Source: an optimization exercise on an open RTL-to-GDS flow (aim: small area, a short achievable clock period and few clock cycles per item). Production flows keep margins and buffers that such runs may drop. The RTL was checked by simulation tests, not by an equivalence proof against the original design. No activity file was given, so power comes from the tool's default toggle rates.

Design MatrixMultiplier, start of the top module:
module MatrixMultiplier(
input   wire            CLK,
input   wire            NRST,  
input   wire            START,
input   wire    [7:0]   A,
input   wire    [7:0]   B,
output  wire    [16:0]  OUT,
output  wire            OUT_STROBE
);
Size in the first run: roughly 260 cells after synthesis.
export LEC_CHECK = 0
export CAP_MARGIN = 20
export CORE_MARGIN = 2
export CORE_UTILIZATION = 70
export SETUP_SLACK_MARGIN = 2.3
export SLEW_MARGIN = 20
export TNS_END_PERCENT = 20
create_clock -name core_clock -period 5.5 [get_ports {CLK}]
standard.sh (not shown) runs the stock make flow with config.mk's settings and CLKGATE_MAP_FILE= SYNTH_SCRIPT=/design/flow/synth_recipe.tcl, a recipe that flattens the netlist after the stock synthesis.
==> flow/flow/run.sh <==
#!/bin/bash
# Standard ORFS layout with these changes:
#  - flow/fapol.py then picks each full adder's polarity (a full adder is self-dual) and
#    swaps single-output gates for their complements, so that few inverters remain between
#    adders; registers and ports are untouched by both;
#  - the port buffers are buf_1 (sized up by repair as needed) instead of the delay-cell
#    buffer that buffer_ports picks by default.
set -euo pipefail
R=orfs/results/sky130hd/MatrixMultiplier/base
bash standard.sh synth > standard_synth.log 2>&1
cp $R/1_2_yosys.v yosys_netlist_orig.v
python3 flow/unfactor.py yosys_netlist_orig.v netlist_unfactor.v > unfactor.log 2>&1
python3 flow/fapol.py netlist_unfactor.v $R/1_2_yosys.v > fapol.log 2>&1
rm -f $R/1_synth.odb $R/1_synth.sdc
bash standard.sh synth > standard_synth2.log 2>&1
bash standard.sh "BUFFER_PORTS_ARGS=-buffer_cell sky130_fd_sc_hd__buf_1" finish > standard_finish.log 2>&1
Other scripts of this flow, unchanged in this note and not shown: flow/flow/fapol.py, flow/flow/unfactor.py
Testbench counts at the start, summed over its fixed seeds: cycles 4,800, items 2,400.
Edit:
--- a/flow/config.mk
+++ b/flow/config.mk
@@ -10,3 +10,5 @@
 export CORE_UTILIZATION = 70
-export SETUP_SLACK_MARGIN = 2.3
+export CTS_CLUSTER_DIAMETER = 200
+export CTS_CLUSTER_SIZE = 32
+export SETUP_SLACK_MARGIN = 2.0
 export SLEW_MARGIN = 20
Outcome:
- The new run completed without violations
- area after synthesis is unchanged
- cell area decreases by a few percent
- maximum frequency decreases by a few percent
- cell count decreases slightly
- via count decreases slightly
- wire length decreases by a few percent
- hold slack gets worse by 0.0069 ns
- total power decreases by a few percent
- worst setup slack gets worse by 0.11 ns
Edit:
--- a/flow/config.mk
+++ b/flow/config.mk
@@ -10,4 +10,2 @@
 export CORE_UTILIZATION = 70
-export CTS_CLUSTER_DIAMETER = 200
-export CTS_CLUSTER_SIZE = 32
 export SETUP_SLACK_MARGIN = 2.0
What happened: The new run passed the timing, design-rule and antenna checks; routed wire length went up by 4.4%; non-clock buffer count went down by 1; sequential cell count is unchanged; worst setup slack gets worse by 0.0081 ns; cell count hardly moves; sequential share of layout area is about the same; fmax stays flat; first-iteration DRC count went up by 23%; clock skew went down by 0.0053 ns.
Edit:
--- a/flow/config.mk
+++ b/flow/config.mk
@@ -12,2 +12 @@
 export SLEW_MARGIN = 20
-export TNS_END_PERCENT = 20
After rerunning: Final area is about the same; worst setup slack improved by 0.041 ns; power went down by 1.7%; synthesized area is unchanged; hold slack barely changes.
Edit:
--- a/flow/config.mk
+++ b/flow/config.mk
@@ -9,3 +9,3 @@
 export CORE_MARGIN = 2
-export CORE_UTILIZATION = 70
+export CORE_UTILIZATION = 60
 export SETUP_SLACK_MARGIN = 2.0
The new run finished with timing, DRC and antenna clean.
Synthesized cell count does not change.
Flip-flop and latch count does not change.
Via count falls by 1.0%.
Global-route usage drops by 3.5 points.
Synthesized area is unchanged.
Register-to-register slack loses 0.04 ns.
Routed wire length rises by 3.6%.
Total power goes up by 1.6%.
Non-clock buffer count went up by 4.
Critical path depth is higher by 2.
Design area climbs by 2.4%.
Edit:
--- a/flow/config.mk
+++ b/flow/config.mk
@@ -7,6 +7,8 @@
 export LEC_CHECK = 0
+export ABC_CLOCK_PERIOD_IN_PS = 2500
 export CAP_MARGIN = 20
 export CORE_MARGIN = 2
-export CORE_UTILIZATION = 60
+export CORE_UTILIZATION = 70
 export SETUP_SLACK_MARGIN = 2.0
 export SLEW_MARGIN = 20
+export TNS_END_PERCENT = 20
Outcome:
- total power came out higher by about 2.3%
- die area is lower by 14%
- wire length came out lower by 2.5%
- setup slack gets better by 0.054 ns
- cell count fell by 2.2%
- count of clock-buffer cells in the layout does not change
- cell area went down by about 1.3%
- global-route usage climbs by 4.3 points
- non-clock buffer count falls by 4
- worst hold slack is about the same
- flip-flop and latch count stays the same

* * *

run A:
MatrixMultiplier, a different RTL version from the one above (not shown whole).
Size: about 270 cells after synthesis, roughly 37 I/O pins, about 3100 um^2 of cells after synthesis.
Design MatrixMultiplier, start of the top module:
module MatrixMultiplier(
input   wire            CLK,
input   wire            NRST,  
input   wire            START,
input   wire    [7:0]   A,
input   wire    [7:0]   B,
output  wire    [16:0]  OUT,
output  wire            OUT_STROBE
);
Settings: LEC_CHECK=0, CAP_MARGIN=20, CORE_MARGIN=2, CORE_UTILIZATION=40, SETUP_SLACK_MARGIN=2.5, SLEW_MARGIN=20; clock period 5.5 ns.
==> flow/flow/run.sh <==
#!/bin/bash
# Standard ORFS layout with two changes:
#  - after the standard synthesis, flow/fapol.py picks each full adder's polarity (a full
#    adder is self-dual) and swaps single-output gates for their complements, so that few
#    inverters remain between adders; registers are untouched;
#  - the port buffers are buf_1 (sized up by repair as needed) instead of the delay-cell
#    buffer that buffer_ports picks by default.
set -euo pipefail
R=orfs/results/sky130hd/MatrixMultiplier/base
bash standard.sh synth > standard_synth.log 2>&1
cp $R/1_2_yosys.v yosys_netlist_orig.v
python3 flow/fapol.py yosys_netlist_orig.v $R/1_2_yosys.v > fapol.log 2>&1
rm -f $R/1_synth.odb $R/1_synth.sdc
bash standard.sh synth > standard_synth2.log 2>&1
bash standard.sh "BUFFER_PORTS_ARGS=-buffer_cell sky130_fd_sc_hd__buf_1" finish > standard_finish.log 2>&1
Other scripts of this flow, unchanged in this note and not shown: flow/flow/fapol.py
Run A reached the final stage; the timing, design-rule and antenna checks on its layout passed.
Testbench counts of run A, summed over its fixed seeds: cycles 4,800, items 2,400.
The inputs of run B differ from those of run A as listed below.
- a change of SETUP_SLACK_MARGIN from 2.5 to 1.5
[summary]
Run B ran to completion and came out clean on the timing, design-rule and antenna checks. The lower clock power came out of run A. Run B ends up with a area of all placed cells without fillers that is 13% lower than in run A. Minimum setup slack after placement: run B < run A. When the final numbers for run A and run B were put side by side, the data-path buffer share of cell area in the final layout turned out to be greater in run A. Diff run A and run B: combinational power higher in run A.
Inputs modified between run B and run C:
- CORE_UTILIZATION changed from 40 to 75
- SETUP_SLACK_MARGIN changed from 1.5 to 2.0
[summary]
- Run B → run C: layout buffering overhead excluding clock cells increased by 0.69 points relative to the old numbers; number of global-route vias before repair dropped 2.6%; synthesis-to-layout area growth now sits higher; die height shows a reduction of 24 um.
- Looking at run C and run B, the flip-flop and latch share of the layout cell area is a wash.

* * *

Starting RTL as in the previous note.
==> flow/config.mk <==
export PLATFORM = sky130hd
export DESIGN_NAME = MatrixMultiplier
export DESIGN_NICKNAME = MatrixMultiplier
export VERILOG_FILES = /design/flow/design.v
export SDC_FILE = /design/flow/constraint.sdc
export NUM_CORES = 4
export LEC_CHECK = 0
export CAP_MARGIN = 20
export CORE_MARGIN = 2
export CORE_UTILIZATION = 60
export CTS_CLUSTER_DIAMETER = 200
export CTS_CLUSTER_SIZE = 32
export SETUP_SLACK_MARGIN = 2.0
export SLEW_MARGIN = 20
==> flow/constraint.sdc <==
create_clock -name core_clock -period 5.5 [get_ports {CLK}]
set_input_delay 1.1000 -clock core_clock [delete_from_list [all_inputs] [get_ports {CLK}]]
set_output_delay 1.1000 -clock core_clock [all_outputs]
set_load 0.01 [all_outputs]
Scripts as last shown in full above: flow/flow/run.sh
Other scripts of this flow, unchanged in this note and not shown: flow/flow/fapol.py
The starting point passed the timing, design-rule and antenna checks.
Testbench counts at the start, summed over its fixed seeds: cycles 4,800, items 2,400.
Then changed:
- ABC_AREA: unset -> 1
- CTS_CLUSTER_DIAMETER: 200 -> unset
- CTS_CLUSTER_SIZE: 32 -> unset
Result: Global-route usage goes down by 0.64 points. Setup slack gets worse by 0.032 ns. Sequential power hardly moves. Non-clock buffer count goes up by 12. Die area goes up by 2.5%. Wire length goes up by 4.3%. Cell count goes up by 23%. Synthesized area goes up by 2.6%. Hold slack stays flat.
Then changed:
- ABC_AREA: 1 -> unset
- SETUP_SLACK_MARGIN: 2.0 -> 2.3
Cell count came out lower by about a fifth. Via count came out lower by a little under a tenth. Design area came out higher by a few percent. Power came out higher by a little under a tenth.
Then changed:
- SETUP_SLACK_MARGIN: 2.3 -> 2.5
Effect: The new run passed the timing, design-rule and antenna checks. Cell area went up by 1.1%. Utilization went up by 0.84 points. Hold slack improves by 0.0088 ns. Sequential share of layout area stays flat. Combinational power went up by about 6%. Worst setup slack improves by 0.052 ns. Routed wire length went up by 2.3%. Clock-buffer cell count is unchanged. Clock skew is about the same. Global-route usage went up by 0.34 points. Sequential cell count stays the same.

==> re-timing with driven ports <==
The flow's constraints put no driver on any port. The routed layouts listed below were extracted and timed again, unchanged, in two steps.
Step 1 sets driving cells, clkbuf_16 on the clock port and buf_2 on the other inputs (assumed; they add their load-dependent delay and slew).
Step 2, shift: input delay + t, output delay - t, t = (earliest + latest rising clock arrival at the registers) / 2. This alone moves slack from input paths to output paths.
Slacks: ideal ports / drivers / drivers and shift; pairs: ideal ports / drivers.
run	t (ns)	slack for setup (ns)	worst setup path at the end	worst register clock-pin slew, ns
the first run of note 1	0.301	2.160 / 2.171 / 1.870	input to register	0.06 / 0.06
the second run of note 1	0.303	2.054 / 2.060 / 1.757	input to register	0.07 / 0.07
the third run of note 1	0.302	2.045 / 2.045 / 1.785	input to register	0.06 / 0.06
the fourth run of note 1	0.304	2.087 / 2.087 / 1.792	input to register	0.07 / 0.07
the fifth run of note 1	0.308	2.045 / 2.045 / 1.783	input to register	0.07 / 0.07
the sixth run of note 1	0.305	2.099 / 2.103 / 1.798	input to register	0.07 / 0.07
run A	0.310	1.991 / 2.001 / 1.691	input to register	0.11 / 0.11
run B	0.314	1.773 / 1.780 / 1.467	input to register	0.11 / 0.11
run C	0.304	1.973 / 1.974 / 1.669	input to register	0.11 / 0.11
the first run of note 3	0.310	2.014 / 2.021 / 1.711	input to register	0.11 / 0.11
the second run of note 3	0.304	1.982 / 1.981 / 1.676	input to register	0.11 / 0.11
the third run of note 3	0.319	1.972 / 1.974 / 1.655	input to register	0.12 / 0.12
the fourth run of note 3	0.319	2.025 / 2.030 / 1.711	input to register	0.12 / 0.12
After both steps every run listed still meets setup and hold. For the third run of note 3, which loses most, drivers alone change the setup slack by +0.002 ns; drivers and shift together by -0.317 ns.
